From an optimization exercise on the open Yosys and OpenROAD flow, aimed at small area; shortcuts taken in it are not production practice. At most, simulation tests tie the RTL to the original design; equivalence was not proved.

==> build 13 <==
==> flow/design.v <==
module asx_soupbintcp_itch (
    input  wire        clk,
    input  wire        rst,
    input  wire        ip_payload_valid,
    input  wire [7:0]  ip_payload_data,
    input  wire        ip_payload_start,
    input  wire        ip_payload_end,
    output wire [15:0] tcp_src_port,
    output wire [15:0] tcp_dst_port,
    output wire [31:0] tcp_seq_num,
    output wire [31:0] tcp_ack_num,
    output wire [3:0] tcp_data_offset,
    output wire [7:0] tcp_flags,
    output wire [15:0] tcp_window,
    output wire tcp_flag_syn,
    output wire tcp_flag_ack,
    output wire tcp_flag_fin,
    output wire tcp_flag_rst,
    output wire tcp_flag_psh,
    output wire tcp_header_valid,
    output wire tcp_parse_error,
    output wire session_active,
    output wire [63:0] session_sequence,
    output wire [7:0] pkt_type,
    output wire pkt_type_valid,
    output wire pkt_heartbeat,
    output wire pkt_login_accepted,
    output wire pkt_login_rejected,
    output wire pkt_end_session,
    output wire [31:0] seq_data_count,
    output wire [31:0] heartbeat_count,
    output wire parse_error,
    output wire msg_valid,
    output wire [7:0] msg_type,
    output wire msg_error,
    output wire [31:0] timestamp,
    output wire [63:0] order_id,
    output wire [31:0] orderbook_id,
    output wire side,
    output wire add_order_valid,
    output wire add_order_start,
    output wire [63:0] quantity,
    output wire [31:0] price,
    output wire [15:0] order_attributes,
    output wire order_executed_valid,
    output wire [63:0] exec_quantity,
    output wire order_cancel_valid,
    output wire order_delete_valid,
    output wire order_replace_valid,
    output wire directory_valid,
    output wire system_event_valid,
    output wire [7:0] event_code,
    output wire [31:0] total_messages,
    output wire [31:0] parse_errors
);
    reg [7:0] d1;
    always @(posedge clk)
        d1 <= ip_payload_data;
    localparam [1:0] T_IDLE = 2'd0, T_HDR = 2'd1, T_OPT = 2'd2, T_PAY = 2'd3;
    reg [1:0] t_state;
    wire [5:0] tpos;     
    reg       hw1;       
    reg       v1, e1;    
    reg       hdr_valid_r, tcp_err_r;
    wire [7:0] fb12;     
    wire [3:0] doff = fb12[7:4];
    always @(posedge clk) begin
        if (rst) begin
            t_state     <= T_IDLE;
            hw1         <= 1'b0;
            v1          <= 1'b0;
            e1          <= 1'b0;
            hdr_valid_r <= 1'b0;
            tcp_err_r   <= 1'b0;
        end else begin
            hw1         <= 1'b0;
            v1          <= 1'b0;
            e1          <= 1'b0;
            hdr_valid_r <= 1'b0;
            tcp_err_r   <= 1'b0;
            case (t_state)
                T_IDLE:
                    if (ip_payload_valid && ip_payload_start) begin
                        hw1     <= 1'b1;
                        t_state <= T_HDR;
                    end
                T_HDR:
                    if (ip_payload_valid) begin
                        hw1 <= 1'b1;
                        if (tpos == 6'd18) begin
                            if (doff > 4'd5) begin
                                t_state <= T_OPT;
                            end else begin
                                hdr_valid_r <= 1'b1;
                                t_state     <= T_PAY;
                            end
                        end
                        if (ip_payload_end) begin
                            tcp_err_r <= 1'b1;
                            t_state   <= T_IDLE;
                        end
                    end
                T_OPT:
                    if (ip_payload_valid) begin
                        if (tpos == {doff - 4'd1, 2'b10}) begin
                            hdr_valid_r <= 1'b1;
                            t_state     <= T_PAY;
                        end
                        if (ip_payload_end) begin
                            tcp_err_r <= 1'b1;
                            t_state   <= T_IDLE;
                        end
                    end
                default:
                    if (ip_payload_valid) begin
                        v1 <= 1'b1;
                        e1 <= ip_payload_end;
                        if (ip_payload_end)
                            t_state <= T_IDLE;
                    end
            endcase
        end
    end
    assign tcp_header_valid = hdr_valid_r;
    assign tcp_parse_error  = tcp_err_r;
    localparam [2:0] S_IDLE = 3'd0, S_LSB = 3'd1, S_TYPE = 3'd2,
                     S_PAYF = 3'd3, S_PAY = 3'd4, S_SKIP = 3'd5;
    reg [2:0]  s_state;
    reg [15:0] cnt;      
    reg        sa;
    reg        v2, s2, e2;
    reg        ptv;
    wire [63:0] seq_cnt;
    wire [31:0] hb_cnt;
    wire s_pay    = (s_state == S_PAYF) || (s_state == S_PAY);
    wire cnt_last = (cnt == 16'd2);
    wire gt1      = |cnt[15:1];
    wire d1_H = (d1 == 8'h48);
    wire d1_A = (d1 == 8'h41);
    wire d1_J = (d1 == 8'h4A);
    wire d1_Z = (d1 == 8'h5A);
    wire d1_S = (d1 == 8'h53);
    always @(posedge clk) begin
        if (rst) begin
            s_state <= S_IDLE;
            sa      <= 1'b0;
            v2      <= 1'b0;
            s2      <= 1'b0;
            e2      <= 1'b0;
            ptv     <= 1'b0;
        end else begin
            v2  <= v1 && s_pay;
            s2  <= v1 && (s_state == S_PAYF);
            e2  <= v1 && s_pay && (cnt_last || e1);
            ptv <= v1 && (s_state == S_TYPE);
            if (v1) begin
                case (s_state)
                    S_IDLE: s_state <= S_LSB;
                    S_LSB:  s_state <= e1 ? S_IDLE : S_TYPE;
                    S_TYPE: begin
                        if (d1_A)
                            sa <= 1'b1;
                        else if (d1_J || d1_Z)
                            sa <= 1'b0;
                        if (e1 || d1_H || d1_Z || !gt1)
                            s_state <= S_IDLE;
                        else if (d1_S)
                            s_state <= S_PAYF;
                        else
                            s_state <= S_SKIP;
                    end
                    S_PAYF, S_PAY, S_SKIP:
                        if (cnt_last || e1)
                            s_state <= S_IDLE;
                        else if (s_state == S_PAYF)
                            s_state <= S_PAY;
                    default: s_state <= S_IDLE;
                endcase
            end
        end
    end
    wire [15:0] cnt_dec = cnt - 16'd1;
    always @(posedge clk) begin
        if (v1) begin
            if (s_state == S_IDLE)
                cnt[15:8] <= d1;
            else if (s_state == S_LSB)
                cnt[7:6] <= d1[7:6];
            else if (s_state != S_TYPE)
                cnt[15:6] <= cnt_dec[15:6];
        end
        if (t_state == T_IDLE)
            cnt[5:0] <= 6'd0;
        else if (t_state != T_PAY) begin
            if (ip_payload_valid)
                cnt[5:0] <= cnt[5:0] + 6'd1;
        end else if (v1) begin
            if (s_state == S_LSB)
                cnt[5:0] <= d1[5:0];
            else if ((s_state != S_IDLE) && (s_state != S_TYPE))
                cnt[5:0] <= cnt_dec[5:0];
        end
    end
    assign tpos = cnt[5:0];
    event_counter #(.W(64)) seq_counter (
        .clk(clk), .rst(rst), .inc(v1 && (s_state == S_TYPE) && d1_S), .count(seq_cnt));
    event_counter #(.W(32)) hb_counter (
        .clk(clk), .rst(rst), .inc(v1 && (s_state == S_TYPE) && d1_H), .count(hb_cnt));
    assign session_active     = sa;
    assign session_sequence   = seq_cnt;
    assign seq_data_count     = seq_cnt[31:0];
    assign heartbeat_count    = hb_cnt;
    wire [7:0] pt = fb0;
    assign pkt_type           = pt;
    assign pkt_type_valid     = ptv;
    assign pkt_heartbeat      = ptv && (pt == 8'h48);
    assign pkt_login_accepted = ptv && (pt == 8'h41);
    assign pkt_login_rejected = ptv && (pt == 8'h4A);
    assign pkt_end_session    = ptv && (pt == 8'h5A);
    assign parse_error        = ptv && !((pt == 8'h48) || (pt == 8'h41) ||
                                         (pt == 8'h4A) || (pt == 8'h5A) ||
                                         (pt == 8'h53) || (pt == 8'h55) ||
                                         (pt == 8'h2B));
    localparam [1:0] I_IDLE = 2'd0, I_COUNT = 2'd1, I_DONE = 2'd2, I_ERR = 2'd3;
    reg [1:0]  i_state;
    reg [5:0]  bc;       
    reg [7:0]  mt;       
    reg        msg_valid_r, msg_error_r, aos_r;
    wire [31:0] msg_cnt, err_cnt;
    reg [5:0] len_m1;
    always @* begin
        case (mt)
            8'h54: len_m1 = 6'd4;
            8'h53: len_m1 = 6'd5;
            8'h52: len_m1 = 6'd56;
            8'h4D: len_m1 = 6'd20;
            8'h4C: len_m1 = 6'd21;
            8'h4F: len_m1 = 6'd9;
            8'h41: len_m1 = 6'd38;
            8'h46: len_m1 = 6'd39;
            8'h45: len_m1 = 6'd30;
            8'h43: len_m1 = 6'd39;
            8'h58: len_m1 = 6'd18;
            8'h44: len_m1 = 6'd14;
            8'h55: len_m1 = 6'd44;
            8'h50: len_m1 = 6'd36;
            8'h51: len_m1 = 6'd40;
            8'h42: len_m1 = 6'd14;
            default: len_m1 = 6'd0;
        endcase
    end
    wire known = (len_m1 != 6'd0);
    wire last  = (bc == len_m1);
    reg [1:0] i_next;
    reg [5:0] bc_next;
    always @* begin
        i_next  = i_state;
        bc_next = bc;
        case (i_state)
            I_IDLE:
                if (s2) begin
                    bc_next = 6'd1;
                    i_next  = known ? I_COUNT : I_ERR;
                end
            I_COUNT:
                if (v2) begin
                    bc_next = bc + 6'd1;
                    if (last)
                        i_next = I_DONE;
                    else if (e2)
                        i_next = I_ERR;
                end
            default: i_next = I_IDLE;
        endcase
    end
    always @(posedge clk) begin
        bc <= bc_next;
        if (rst) begin
            i_state     <= I_IDLE;
            msg_valid_r <= 1'b0;
            msg_error_r <= 1'b0;
            aos_r       <= 1'b0;
        end else begin
            i_state     <= i_next;
            msg_valid_r <= (i_state == I_DONE);
            msg_error_r <= (i_state == I_ERR);
            aos_r       <= (i_state == I_IDLE) && s2 && (mt == 8'h41);
        end
    end
    always @(posedge clk) begin
        if ((i_next == I_IDLE) && v1 && (s_state == S_PAYF))
            mt <= d1;
    end
    event_counter #(.W(32)) msg_counter (
        .clk(clk), .rst(rst), .inc(i_state == I_DONE), .count(msg_cnt));
    event_counter #(.W(32)) err_counter (
        .clk(clk), .rst(rst), .inc(i_state == I_ERR), .count(err_cnt));
    assign msg_valid            = msg_valid_r;
    assign msg_error            = msg_error_r;
    assign msg_type             = mt;
    assign add_order_start      = aos_r;
    assign add_order_valid      = msg_valid_r && (mt == 8'h41);
    assign order_executed_valid = msg_valid_r && (mt == 8'h45);
    assign order_cancel_valid   = msg_valid_r && (mt == 8'h58);
    assign order_delete_valid   = msg_valid_r && (mt == 8'h44);
    assign order_replace_valid  = msg_valid_r && (mt == 8'h55);
    assign directory_valid      = msg_valid_r && (mt == 8'h52);
    assign system_event_valid   = msg_valid_r && (mt == 8'h53);
    assign total_messages       = msg_cnt;
    assign parse_errors         = err_cnt;
    wire       wi  = (i_next == I_COUNT) && v1 && s_pay;   
    wire       wr  = hw1 || wi;
    wire [5:0] pos = hw1 ? tpos : bc_next;
    reg [7:0] fb [1:31];
    reg [7:0] fb0, src_lo;
    reg       side_r;
    wire sh_ts  = (wi && (pos >= 6'd1) && (pos <= 6'd4)) ||
                  (hw1 && (pos >= 6'd2) && (pos <= 6'd4));
    wire sh_oid = wr && (pos >= 6'd5) && (pos <= 6'd12);
    wire sh_obh = wr && ((pos == 6'd13) || (pos == 6'd14));
    wire sh_obl = (wi && ((pos == 6'd15) || (pos == 6'd16))) || (hw1 && (pos == 6'd15));
    wire sh_qty = wi && (pos >= 6'd18) && (pos <= 6'd25);
    wire sh_prc = wi && (pos >= 6'd26) && (pos <= 6'd29);
    wire sh_att = wi && ((pos == 6'd30) || (pos == 6'd31));
    genvar k;
    generate
        for (k = 1; k < 32; k = k + 1) begin : g_fb
            if (k != 17) begin : g_byte
                wire sh = (k <= 4)  ? sh_ts  :
                          (k <= 12) ? sh_oid :
                          (k <= 14) ? sh_obh :
                          (k <= 16) ? sh_obl :
                          (k <= 25) ? sh_qty :
                          (k <= 29) ? sh_prc : sh_att;
                wire top = (k == 4) || (k == 12) || (k == 14) || (k == 16) ||
                           (k == 25) || (k == 29) || (k == 31);
                always @(posedge clk)
                    if (sh)
                        fb[k] <= top ? d1 : fb[(k == 31) ? 31 : k + 1];
            end
        end
    endgenerate
    always @(posedge clk)
        if ((hw1 && (pos == 6'd0)) || (v1 && (s_state == S_TYPE)))
            fb0 <= d1;
    always @(posedge clk)
        if (hw1 && (pos == 6'd1))
            src_lo <= d1;
    always @(posedge clk)
        if (wi && (pos == 6'd17))
            side_r <= (d1 == 8'h42);
    assign fb12 = fb[12];
    assign tcp_src_port    = {fb0, src_lo};
    assign tcp_dst_port    = {fb[2], fb[3]};
    assign tcp_seq_num     = {fb[4], fb[5], fb[6], fb[7]};
    assign tcp_ack_num     = {fb[8], fb[9], fb[10], fb[11]};
    assign tcp_data_offset = fb[12][7:4];
    assign tcp_flags       = fb[13];
    assign tcp_window      = {fb[14], fb[16]};    
    assign tcp_flag_fin    = fb[13][0];
    assign tcp_flag_syn    = fb[13][1];
    assign tcp_flag_rst    = fb[13][2];
    assign tcp_flag_psh    = fb[13][3];
    assign tcp_flag_ack    = fb[13][4];
    assign timestamp        = {fb[1], fb[2], fb[3], fb[4]};
    assign order_id         = {fb[5], fb[6], fb[7], fb[8], fb[9], fb[10], fb[11], fb[12]};
    assign orderbook_id     = {fb[13], fb[14], fb[15], fb[16]};
    assign side             = side_r;
    assign quantity         = {fb[18], fb[19], fb[20], fb[21], fb[22], fb[23], fb[24], fb[25]};
    assign exec_quantity    = {fb[18], fb[19], fb[20], fb[21], fb[22], fb[23], fb[24], fb[25]};
    assign price            = {fb[26], fb[27], fb[28], fb[29]};
    assign order_attributes = {fb[30], fb[31]};
    assign event_code       = fb[12];    
endmodule
module event_counter #(
    parameter W = 32
) (
    input  wire         clk,
    input  wire         rst,
    input  wire         inc,
    output reg  [W-1:0] count
);
    wire [W-1:0] carry;
    genvar i;
    generate
        for (i = 0; i < W; i = i + 1) begin : g_bit
            if (i == 0) begin : g_first
                assign carry[i] = inc;
            end else if (i % 8 == 0) begin : g_byte
                assign carry[i] = inc & (&count[i-1:0]);
            end else begin : g_ripple
                assign carry[i] = carry[i-1] & count[i-1];
            end
            always @(posedge clk)
                count[i] <= ~rst & (count[i] ^ carry[i]);
        end
    endgenerate
endmodule
==> flow/flow/run.sh <==
#!/bin/bash
# The standard layout (standard.sh) with: the smallest buffer cell on the
# ports, synthesis buffers removed at floorplan, no dummy clock-tree loads.
set -euo pipefail
export BUFFER_PORTS_ARGS="-buffer_cell sky130_fd_sc_hd__buf_1"
export REMOVE_ABC_BUFFERS=1
export CTS_ARGS="-sink_clustering_enable -repair_clock_nets -dont_use_dummy_load -sink_clustering_size 25 -sink_clustering_max_diameter 100"
bash standard.sh > standard_flow.log 2>&1
==> flow/standard.sh <==
#!/bin/bash
# synth_recipe.tcl (not shown) runs the flow's synth.tcl, then flattens the netlist and writes it again
# the make line also repeats each setting of config.mk as NAME=value (left out here)
make -C /OpenROAD-flow-scripts/flow DESIGN_CONFIG=/design/flow/config.mk WORK_HOME=/design/flow/orfs CLKGATE_MAP_FILE= SYNTH_SCRIPT=/design/flow/synth_recipe.tcl "${@:-finish}"
==> flow/config.mk <==
export PLATFORM = sky130hd
export DESIGN_NAME = asx_soupbintcp_itch
export DESIGN_NICKNAME = asx_soupbintcp_itch
export VERILOG_FILES = /design/flow/design.v
export SDC_FILE = /design/flow/constraint.sdc
export NUM_CORES = 4
export LEC_CHECK = 0
export CAP_MARGIN = 20
export CORE_MARGIN = 2
export CORE_UTILIZATION = 40
export SLEW_MARGIN = 20
==> flow/constraint.sdc <==
create_clock -name core_clock -period 5.0 [get_ports {clk}]
set_input_delay 1.0000 -clock core_clock [delete_from_list [all_inputs] [get_ports {clk}]]
set_output_delay 1.0000 -clock core_clock [all_outputs]
set_load 0.01 [all_outputs]
==> build 10: changes against build 13 <==
--- a/flow/design.v
+++ b/flow/design.v
@@ -64,2 +64,3 @@
     reg       hdr_valid_r, tcp_err_r;
+    wire [7:0] fb0;      
     wire [7:0] fb12;     
@@ -313,28 +314,14 @@
     wire [5:0] pos = hw1 ? tpos : bc_next;
-    reg [7:0] fb [1:31];
-    reg [7:0] fb0, src_lo;
-    reg       side_r;
-    wire sh_ts  = (wi && (pos >= 6'd1) && (pos <= 6'd4)) ||
-                  (hw1 && (pos >= 6'd2) && (pos <= 6'd4));
-    wire sh_oid = wr && (pos >= 6'd5) && (pos <= 6'd12);
-    wire sh_obh = wr && ((pos == 6'd13) || (pos == 6'd14));
-    wire sh_obl = (wi && ((pos == 6'd15) || (pos == 6'd16))) || (hw1 && (pos == 6'd15));
-    wire sh_qty = wi && (pos >= 6'd18) && (pos <= 6'd25);
-    wire sh_prc = wi && (pos >= 6'd26) && (pos <= 6'd29);
-    wire sh_att = wi && ((pos == 6'd30) || (pos == 6'd31));
+    reg [7:0]  fb [0:31];
+    reg        side_r;
     genvar k;
     generate
-        for (k = 1; k < 32; k = k + 1) begin : g_fb
+        for (k = 0; k < 32; k = k + 1) begin : g_fb
             if (k != 17) begin : g_byte
-                wire sh = (k <= 4)  ? sh_ts  :
-                          (k <= 12) ? sh_oid :
-                          (k <= 14) ? sh_obh :
-                          (k <= 16) ? sh_obl :
-                          (k <= 25) ? sh_qty :
-                          (k <= 29) ? sh_prc : sh_att;
-                wire top = (k == 4) || (k == 12) || (k == 14) || (k == 16) ||
-                           (k == 25) || (k == 29) || (k == 31);
+                wire we = (k == 1) ? (wi && (pos == 6'd1))
+                        : (k == 0) ? ((hw1 && (pos == 6'd0)) || (v1 && (s_state == S_TYPE)))
+                        : (wr && (pos == k));
                 always @(posedge clk)
-                    if (sh)
-                        fb[k] <= top ? d1 : fb[(k == 31) ? 31 : k + 1];
+                    if (we)
+                        fb[k] <= d1;
             end
@@ -342,5 +329,3 @@
     endgenerate
-    always @(posedge clk)
-        if ((hw1 && (pos == 6'd0)) || (v1 && (s_state == S_TYPE)))
-            fb0 <= d1;
+    reg [7:0] src_lo;
     always @(posedge clk)
@@ -349,6 +334,7 @@
     always @(posedge clk)
-        if (wi && (pos == 6'd17))
+        if (wr && (pos == 6'd17))
             side_r <= (d1 == 8'h42);
+    assign fb0  = fb[0];
     assign fb12 = fb[12];
-    assign tcp_src_port    = {fb0, src_lo};
+    assign tcp_src_port    = {fb[0], src_lo};
     assign tcp_dst_port    = {fb[2], fb[3]};
@@ -358,3 +344,3 @@
     assign tcp_flags       = fb[13];
-    assign tcp_window      = {fb[14], fb[16]};    
+    assign tcp_window      = {fb[14], fb[15]};
     assign tcp_flag_fin    = fb[13][0];
@@ -372,3 +358,3 @@
     assign order_attributes = {fb[30], fb[31]};
-    assign event_code       = fb[12];    
+    assign event_code       = fb[5];
 endmodule
--- a/flow/config.mk
+++ b/flow/config.mk
@@ -9,3 +9,3 @@
 export CORE_MARGIN = 2
-export CORE_UTILIZATION = 40
+export CORE_UTILIZATION = 65
 export SLEW_MARGIN = 20
==> build 75: changes against build 13 <==
--- a/flow/design.v
+++ b/flow/design.v
@@ -60,3 +60,3 @@
     reg [1:0] t_state;
-    wire [5:0] tpos;     
+    reg [5:0] tpos;      
     reg       hw1;       
@@ -64,2 +64,3 @@
     reg       hdr_valid_r, tcp_err_r;
+    wire [7:0] fb0;      
     wire [7:0] fb12;     
@@ -123,2 +124,8 @@
     end
+    always @(posedge clk) begin
+        if (t_state == T_IDLE)
+            tpos <= 6'd0;
+        else if (ip_payload_valid && (t_state != T_PAY))
+            tpos <= tpos + 6'd1;
+    end
     assign tcp_header_valid = hdr_valid_r;
@@ -181,3 +188,2 @@
     end
-    wire [15:0] cnt_dec = cnt - 16'd1;
     always @(posedge clk) begin
@@ -187,19 +193,7 @@
             else if (s_state == S_LSB)
-                cnt[7:6] <= d1[7:6];
+                cnt[7:0] <= d1;
             else if (s_state != S_TYPE)
-                cnt[15:6] <= cnt_dec[15:6];
-        end
-        if (t_state == T_IDLE)
-            cnt[5:0] <= 6'd0;
-        else if (t_state != T_PAY) begin
-            if (ip_payload_valid)
-                cnt[5:0] <= cnt[5:0] + 6'd1;
-        end else if (v1) begin
-            if (s_state == S_LSB)
-                cnt[5:0] <= d1[5:0];
-            else if ((s_state != S_IDLE) && (s_state != S_TYPE))
-                cnt[5:0] <= cnt_dec[5:0];
+                cnt <= cnt - 16'd1;
         end
     end
-    assign tpos = cnt[5:0];
     event_counter #(.W(64)) seq_counter (
@@ -313,28 +307,14 @@
     wire [5:0] pos = hw1 ? tpos : bc_next;
-    reg [7:0] fb [1:31];
-    reg [7:0] fb0, src_lo;
-    reg       side_r;
-    wire sh_ts  = (wi && (pos >= 6'd1) && (pos <= 6'd4)) ||
-                  (hw1 && (pos >= 6'd2) && (pos <= 6'd4));
-    wire sh_oid = wr && (pos >= 6'd5) && (pos <= 6'd12);
-    wire sh_obh = wr && ((pos == 6'd13) || (pos == 6'd14));
-    wire sh_obl = (wi && ((pos == 6'd15) || (pos == 6'd16))) || (hw1 && (pos == 6'd15));
-    wire sh_qty = wi && (pos >= 6'd18) && (pos <= 6'd25);
-    wire sh_prc = wi && (pos >= 6'd26) && (pos <= 6'd29);
-    wire sh_att = wi && ((pos == 6'd30) || (pos == 6'd31));
+    reg [7:0]  fb [0:31];
+    reg        side_r;
     genvar k;
     generate
-        for (k = 1; k < 32; k = k + 1) begin : g_fb
+        for (k = 0; k < 32; k = k + 1) begin : g_fb
             if (k != 17) begin : g_byte
-                wire sh = (k <= 4)  ? sh_ts  :
-                          (k <= 12) ? sh_oid :
-                          (k <= 14) ? sh_obh :
-                          (k <= 16) ? sh_obl :
-                          (k <= 25) ? sh_qty :
-                          (k <= 29) ? sh_prc : sh_att;
-                wire top = (k == 4) || (k == 12) || (k == 14) || (k == 16) ||
-                           (k == 25) || (k == 29) || (k == 31);
+                wire we = (k == 1) ? (wi && (pos == 6'd1))
+                        : (k == 0) ? ((hw1 && (pos == 6'd0)) || (v1 && (s_state == S_TYPE)))
+                        : (wr && (pos == k));
                 always @(posedge clk)
-                    if (sh)
-                        fb[k] <= top ? d1 : fb[(k == 31) ? 31 : k + 1];
+                    if (we)
+                        fb[k] <= d1;
             end
@@ -342,5 +322,3 @@
     endgenerate
-    always @(posedge clk)
-        if ((hw1 && (pos == 6'd0)) || (v1 && (s_state == S_TYPE)))
-            fb0 <= d1;
+    reg [7:0] src_lo;
     always @(posedge clk)
@@ -349,6 +327,7 @@
     always @(posedge clk)
-        if (wi && (pos == 6'd17))
+        if (wr && (pos == 6'd17))
             side_r <= (d1 == 8'h42);
+    assign fb0  = fb[0];
     assign fb12 = fb[12];
-    assign tcp_src_port    = {fb0, src_lo};
+    assign tcp_src_port    = {fb[0], src_lo};
     assign tcp_dst_port    = {fb[2], fb[3]};
@@ -358,3 +337,3 @@
     assign tcp_flags       = fb[13];
-    assign tcp_window      = {fb[14], fb[16]};    
+    assign tcp_window      = {fb[14], fb[15]};
     assign tcp_flag_fin    = fb[13][0];
@@ -372,3 +351,3 @@
     assign order_attributes = {fb[30], fb[31]};
-    assign event_code       = fb[12];    
+    assign event_code       = fb[5];
 endmodule
==> qor summary <==
                                                                           build 75        build 10                 build 13
EDFF count, synth                                                               281             275                      275
Outcome                                                     complete, no violations  did not finish  complete, no violations
Stage where the flow stopped                                                      -   3_2_place_iop                        -
Total buffers and inverters traversed by the critical path                        1               -                        0
Number of flip-flops under the largest register name                            248               -                      240
Worst-case hold slack                                                        504 ps               -                   435 ps
Final Instance Area                                                       22400 um2               -                22300 um2
Top routing layer in use                                                       met5               -                     met5
Residual DRC count                                                                0               -                        0
Per-cell via count in the routed design                                        4.99               -                     5.16
Final Cycle Share                                                             83.0%               -                    75.1%
Final design utilization                                                      44.9%               -                    45.3%
Adder and majority cell fraction of the synthesized area                      9.40%           9.42%                    9.38%
Largest stage delay, worst path                                              710 ps               -                   500 ps
Met1 layer usage reported by global route                                     28.4%               -                    30.4%
Crit. path cell count                                                             9               -                       14
Only the layout flow was run in build 13 and build 75; the RTL was not checked for function there.

-- afterwards: timing with drivers on the ports --
The flow's constraints put no driver on any port. The routed layouts listed below were extracted and timed again, unchanged, in two steps. Step 1 (the two cells are an assumption about what drives the block):
set clk [get_ports {clk}]
set_driving_cell -lib_cell sky130_fd_sc_hd__clkbuf_16 $clk
set_driving_cell -lib_cell sky130_fd_sc_hd__buf_2 [delete_from_list [all_inputs] $clk]
Step 2, shift: input delay + t, output delay - t, t = (earliest + latest rising clock arrival at the registers) / 2. This alone moves slack from input paths to output paths. a / b / c = no drivers / after step 1 / after step 2; a / b = the first two.
run | t (ns) | setup slack, ns | hold WS [ns] | worst setup path after step 2
build 13 | 0.613 | 1.244 / 1.244 / 1.244 | 0.435 / 0.435 / 0.435 | register to register
build 75 | 0.623 | 0.851 / 0.851 / 0.851 | 0.504 / 0.500 / 0.504 | register to register
After both steps every run listed still meets setup and hold.
